Source: an optimization exercise on an open RTL-to-GDS flow (aim: small area, a short achievable clock period and few clock cycles per item). Production flows keep margins and buffers that such runs may drop.
RTL that was checked went through simulation tests only; none was proved equivalent to the original.
Power figures rest on the tool's default switching activity, not on a simulated workload.

## madd_pipeline
module madd_pipeline #(parameter data_width = 16, parameter n_blocks = 256, parameter full_width = 2 * data_width + 8, parameter n_channels = 16)
	(
		input wire clk,
		input wire reset,
		input wire enable,
		input  wire in_valid,
		output wire in_ready,
		output wire out_valid,
		input  wire out_ready,
		input  wire [$clog2(n_blocks) - 1 : 0] block_in,
		output wire [$clog2(n_blocks) - 1 : 0] block_out,
		input wire [4:0] shift,
		input wire shift_disable,
		input wire signedness,
		input wire saturate_disable,
		input wire signed [data_width - 1 : 0] arg_a_in,
		input wire signed [data_width - 1 : 0] arg_b_in,
		input wire signed [data_width - 1 : 0] arg_c_in,
		output wire signed [full_width - 1 : 0] result_out,
		input  wire [ch_addr_w - 1 : 0] dest_in,
		output wire [ch_addr_w - 1 : 0] dest_out,
		input  wire [4 - 1 : 0] commit_id_in,
		output wire [4 - 1 : 0] commit_id_out,
		input wire commit_flag_in,
		output wire commit_flag_out
	);
Size in the first run: about 2000 cells after synthesis, roughly 97 flip-flops, roughly 15000 sq um of cells after synthesis.
==> flow/config.mk <==
export PLATFORM = sky130hd
export DESIGN_NAME = madd_pipeline
export DESIGN_NICKNAME = madd_pipeline
export VERILOG_FILES = /design/flow/design.v
export SDC_FILE = /design/flow/constraint.sdc
export NUM_CORES = 4
export LEC_CHECK = 0
export ABC_AREA = 1
export CAP_MARGIN = 20
export CORE_MARGIN = 2
export CORE_UTILIZATION = 42
export SETUP_SLACK_MARGIN = 2.0
export SLEW_MARGIN = 20
==> flow/constraint.sdc <==
create_clock -name core_clock -period 7.5 [get_ports {clk}]
set_input_delay 1.5000 -clock core_clock [delete_from_list [all_inputs] [get_ports {clk}]]
set_output_delay 1.5000 -clock core_clock [all_outputs]
set_load 0.01 [all_outputs]
standard.sh (not shown) runs the stock make flow with config.mk's settings and CLKGATE_MAP_FILE= SYNTH_SCRIPT=/design/flow/synth_recipe.tcl, a recipe that flattens the netlist after the stock synthesis.
==> flow/flow/run.sh <==
#!/bin/bash
# Own layout flow: the standard flow (standard.sh) with a few extra ORFS
# make variables, read one per line from flow/extra.mk. By default the port
# buffers that buffer_ports inserts are plain buf_2 cells (buffer_ports
# otherwise picks clkdlybuf4s50_1, a slow 10 um2 delay cell).
# The full output of the flow goes to flow_standard.log in this folder; each
# ORFS step keeps its own log under orfs/logs/.
set -euo pipefail
cd "$(dirname "$0")/.."
EXTRA=()
PORTBUF="BUFFER_PORTS_ARGS=-buffer_cell sky130_fd_sc_hd__buf_2"
if [[ -f flow/extra.mk ]]; then
  while IFS= read -r line; do
    [[ -z "$line" || "$line" == \#* ]] && continue
    if [[ "$line" == BUFFER_PORTS_ARGS=* ]]; then PORTBUF="$line"; continue; fi
    EXTRA+=("$line")
  done < flow/extra.mk
fi
bash standard.sh "$PORTBUF" ${EXTRA[@]+"${EXTRA[@]}"} finish > flow_standard.log 2>&1
Testbench counts at the start, summed over its fixed seeds: cycles 24,008, items 24,000.
==> next run, changes <==
Settings changed: CORE_UTILIZATION 42 to 40.
After rerunning:
- die area grows by 4.9%
- worst setup slack got worse by 54 ps
- final cell count goes up by about 1.6%
- via count drops by about 0.45%
- non-clock buffer count fell by 9
- routed wire length increases by about 1.7%
- register-to-register slack hardly moves
- first-iteration DRC count barely changes
- cell area hardly moves
==> next run, changes <==
==> flow/flow/extra.mk (new file) <==
SYNTH_ARGS=-noabc
What happened: Global-route usage stays flat; die area went down by 3.3%; clock skew hardly moves; power rises by 1.2%; combinational power grows by about 3%; fmax barely changes; hold slack loses 4.4 ps; sequential share of layout area stays flat; first-iteration DRC count climbs by 7.5%.


Setup of v6:
madd_pipeline, a different RTL version from the one above (not shown whole).
Size: about 2100 cells after synthesis, about 97 flip-flops.
export LEC_CHECK = 0
export ABC_AREA = 1
export CAP_MARGIN = 20
export CORE_MARGIN = 2
export CORE_UTILIZATION = 40
export SETUP_SLACK_MARGIN = 2.0
export SLEW_MARGIN = 20
create_clock -name core_clock -period 7.5 [get_ports {clk}]
Scripts as last shown in full above: flow/flow/run.sh
v6 was carried through to the last stage, and its layout satisfied the timing, DRC and antenna checks.
Testbench counts of v6, summed over its fixed seeds: cycles 24,008, items 24,000.
#### Input delta (v7 over v6)
==> flow/flow/extra.mk (new file) <==
SYNTH_ARGS=-noabc
[summary]
Taking v6 as the reference, in v7 post-layout instance area lost 0.36%; cell depth of the worst setup path lost 7; share of the synthesized area in compound gates (AO/OA/AOI/OAI) picked up an extra 0.40 points.
v7 against v6: number of rows in the core area decreased by 1.4% relative to the old numbers; area overhead of the layout relative to synthesis went up by 2.4 points.
v7 vs v6 — aggregate global-route resource usage dropped 0.39 points.


## run A
Another version of the RTL of madd_pipeline (not shown whole).
Size: ~2,400 cells after synthesis.
clock: 7.5 ns
lec_check: 0
abc_area: 1
cap_margin: 20
core_margin: 2
core_utilization: 40
setup_slack_margin: 1.0
slew_margin: 20
run.sh (not shown) runs the stock make flow with config.mk's settings and CLKGATE_MAP_FILE= SYNTH_SCRIPT=/design/flow/synth_recipe.tcl, a recipe that flattens the netlist after the stock synthesis.
Stock flow here: none of the scripts above is used.
Here is what was changed in the inputs of run B compared with run A.
Settings: SETUP_SLACK_MARGIN: 1.0 -> 2.0.
Findings:
The classification of the worst setup path comes out flip-flop to primary output in one run and input pin to flip-flop in the other, namely in run A and run B respectively. Going from run A to run B, total power grew by 0.48 mW; critical path depth shrank by 12. Status: later-pin clock latency in the skew report parity (run B, run A).
### run B -> run C
Settings: removing SETUP_SLACK_MARGIN (formerly 2.0).
### Flow results
Diff run B -> run C: number of buffer and inverter stages on the critical path now smaller; area taken by multi-input logic gates now smaller; maximum cell stage delay along the critical path now larger. Run B vs run C, worst setup path endpoint: r1_q[18] vs result_out[39]. From run B to run C the numbers moved as follows: data required time of the critical path decreased by 1.61 ns relative to the old numbers, switching power now sits lower, via count of the first global-routing pass now sits lower, via count went down by 300.
For run D, these inputs were changed with respect to run C:
Settings: putting SETUP_SLACK_MARGIN at 2.0 where nothing was set.
==> flow/flow/run.sh (new file) <==
#!/bin/bash
# Own layout flow: the standard flow (standard.sh, unchanged synthesis),
# with the port buffers that buffer_ports inserts made plain sky130 buffers
# (buffer_ports otherwise picks clkdlybuf4s50_1, a slow 10 um2 delay cell).
# The full output of the flow goes to flow_standard.log in this folder.
set -euo pipefail
cd "$(dirname "$0")/.."
EXTRA=()
if [[ -f flow/extra.mk ]]; then
  while IFS= read -r line; do
    [[ -z "$line" || "$line" == \#* ]] && continue
    EXTRA+=("$line")
  done < flow/extra.mk
fi
bash standard.sh "BUFFER_PORTS_ARGS=-buffer_cell sky130_fd_sc_hd__buf_2" ${EXTRA[@]+"${EXTRA[@]}"} finish > flow_standard.log 2>&1
==> flow/standard.sh (new file) <==
#!/bin/bash
# synth_recipe.tcl (not shown) runs the flow's synth.tcl, then flattens the netlist and writes it again
# the make line also repeats each setting of config.mk as NAME=value (left out here)
make -C /OpenROAD-flow-scripts/flow DESIGN_CONFIG=/design/flow/config.mk WORK_HOME=/design/flow/orfs CLKGATE_MAP_FILE= SYNTH_SCRIPT=/design/flow/synth_recipe.tcl "${@:-finish}"
removed: flow/run.sh
## What came out
The largest net degree at the start of global routing in run C is 0.924 times that in run D. Fraction of the cycle the final worst path needs down 15 points in run D wrt run C. Of the two values seen for critical path's slowest cell, clkdlybuf4s50_1 was produced by run C and inv_1 by run D. Run D: met2 usage 2.5 points below run C. Lower timing-limited maximum frequency among run C and run D: run C. Reported for run C and run D, number of port buffers turned out identical to the last digit. Global-route wire length before repair in run D vs run C: down about 1.9%. Comparing run D against run C, there is no change at all in final-report hold violation count. Worst setup slack up 1.16 ns in run D wrt run C. Run D ends up with a combinational share of power that is 1.1 points higher than in run C.
No functional check of the RTL was part of any run of this note.


== the reference run ==
madd_pipeline with an RTL version that a note above also has.
For scale: about 2100 cells after synthesis, roughly 97 flip-flops, roughly 140 I/O pins, about 15000 um2 of cells after synthesis.
export LEC_CHECK = 0
export ABC_AREA = 1
export CAP_MARGIN = 20
export CORE_MARGIN = 2
export CORE_UTILIZATION = 40
export SETUP_SLACK_MARGIN = 1.8
export SLEW_MARGIN = 20
create_clock -name core_clock -period 7.5 [get_ports {clk}]
standard.sh (not shown) runs the stock make flow with config.mk's settings and CLKGATE_MAP_FILE= SYNTH_SCRIPT=/design/flow/synth_recipe.tcl, a recipe that flattens the netlist after the stock synthesis.
==> flow/flow/run.sh <==
#!/bin/bash
# Own layout flow: the standard flow (standard.sh) with a few extra ORFS
# make variables, read one per line from flow/extra.mk. By default the port
# buffers that buffer_ports inserts are plain buf_2 cells (buffer_ports
# otherwise picks clkdlybuf4s50_1, a slow 10 um2 delay cell).
# The full output of the flow goes to flow_standard.log in this folder; each
# ORFS step keeps its own log under orfs/logs/.
set -euo pipefail
cd "$(dirname "$0")/.."
EXTRA=()
PORTBUF="BUFFER_PORTS_ARGS=-buffer_cell sky130_fd_sc_hd__buf_2"
if [[ -f flow/extra.mk ]]; then
  while IFS= read -r line; do
    [[ -z "$line" || "$line" == \#* ]] && continue
    if [[ "$line" == BUFFER_PORTS_ARGS=* ]]; then PORTBUF="$line"; continue; fi
    EXTRA+=("$line")
  done < flow/extra.mk
fi
bash standard.sh "$PORTBUF" ${EXTRA[@]+"${EXTRA[@]}"} finish > flow_standard.log 2>&1
Testbench counts of the reference run, summed over its fixed seeds: cycles 24,008, items 24,000.
diff inputs: the reference run => the trial run
Settings: SETUP_SLACK_MARGIN changed from 1.8 to 2.3.
Findings:
Design area: the trial run vs the reference run up 9.9%. From the reference run to the trial run the numbers moved as follows: critical path arrival shrank by 0.35 ns, non-filler instance count after layout grew by about 3.2%, global-route usage shrank by 0.24 points. Going from the reference run to the trial run, power density relative to cell area now larger; worst hold-check slack now smaller; worst-case clock skew now smaller.

what the ideal ports hide:
No port has a modelled driver above. Below, the same layouts with a new extraction and two added sets of constraints.
Step 1 assumes that a clkbuf_16 drives the clock port and a buf_2 every other input.
Step 2 moves the port delays by t, midway between the first and last clock arrival at a register: inputs arrive t later, outputs are due t later. That takes back most of the time a late clock gives input paths.
Three values: no drivers, after step 1, after step 2; two values: the first two.
run | shift t [ns] | setup WS [ns] | clock arrival spread, ns | pins driven straight from the clock port
the first run of note 1 | 0.390 | 2.175 / 2.185 / 1.796 | 0.011 / 0.011 | 1
the second run of note 1 | 0.390 | 2.121 / 2.129 / 1.739 | 0.012 / 0.012 | 1
the third run of note 1 | 0.408 | 2.128 / 2.131 / 1.733 | 0.012 / 0.012 | 1
v6 | 0.398 | 2.161 / 2.167 / 1.769 | 0.014 / 0.015 | 1
v7 | 0.394 | 2.161 / 2.179 / 1.786 | 0.013 / 0.013 | 1
run A | 0.431 | 1.394 / 1.340 / 1.155 | 0.015 / 0.015 | 1
run B | 0.430 | 2.055 / 2.055 / 1.656 | 0.013 / 0.013 | 1
run C | 0.430 | 1.016 / 0.962 / 1.166 | 0.013 / 0.013 | 1
run D | 0.421 | 2.171 / 2.158 / 1.778 | 0.014 / 0.014 | 1
the reference run | 0.400 | 1.946 / 1.963 / 1.563 | 0.024 / 0.024 | 1
the trial run | 0.405 | 2.302 / 2.298 / 1.893 | 0.019 / 0.020 | 1
After both steps setup and hold are still met in every run listed. The setup slack of the trial run, which loses most, moves by -0.004 ns with the drivers and by -0.409 ns with both steps.
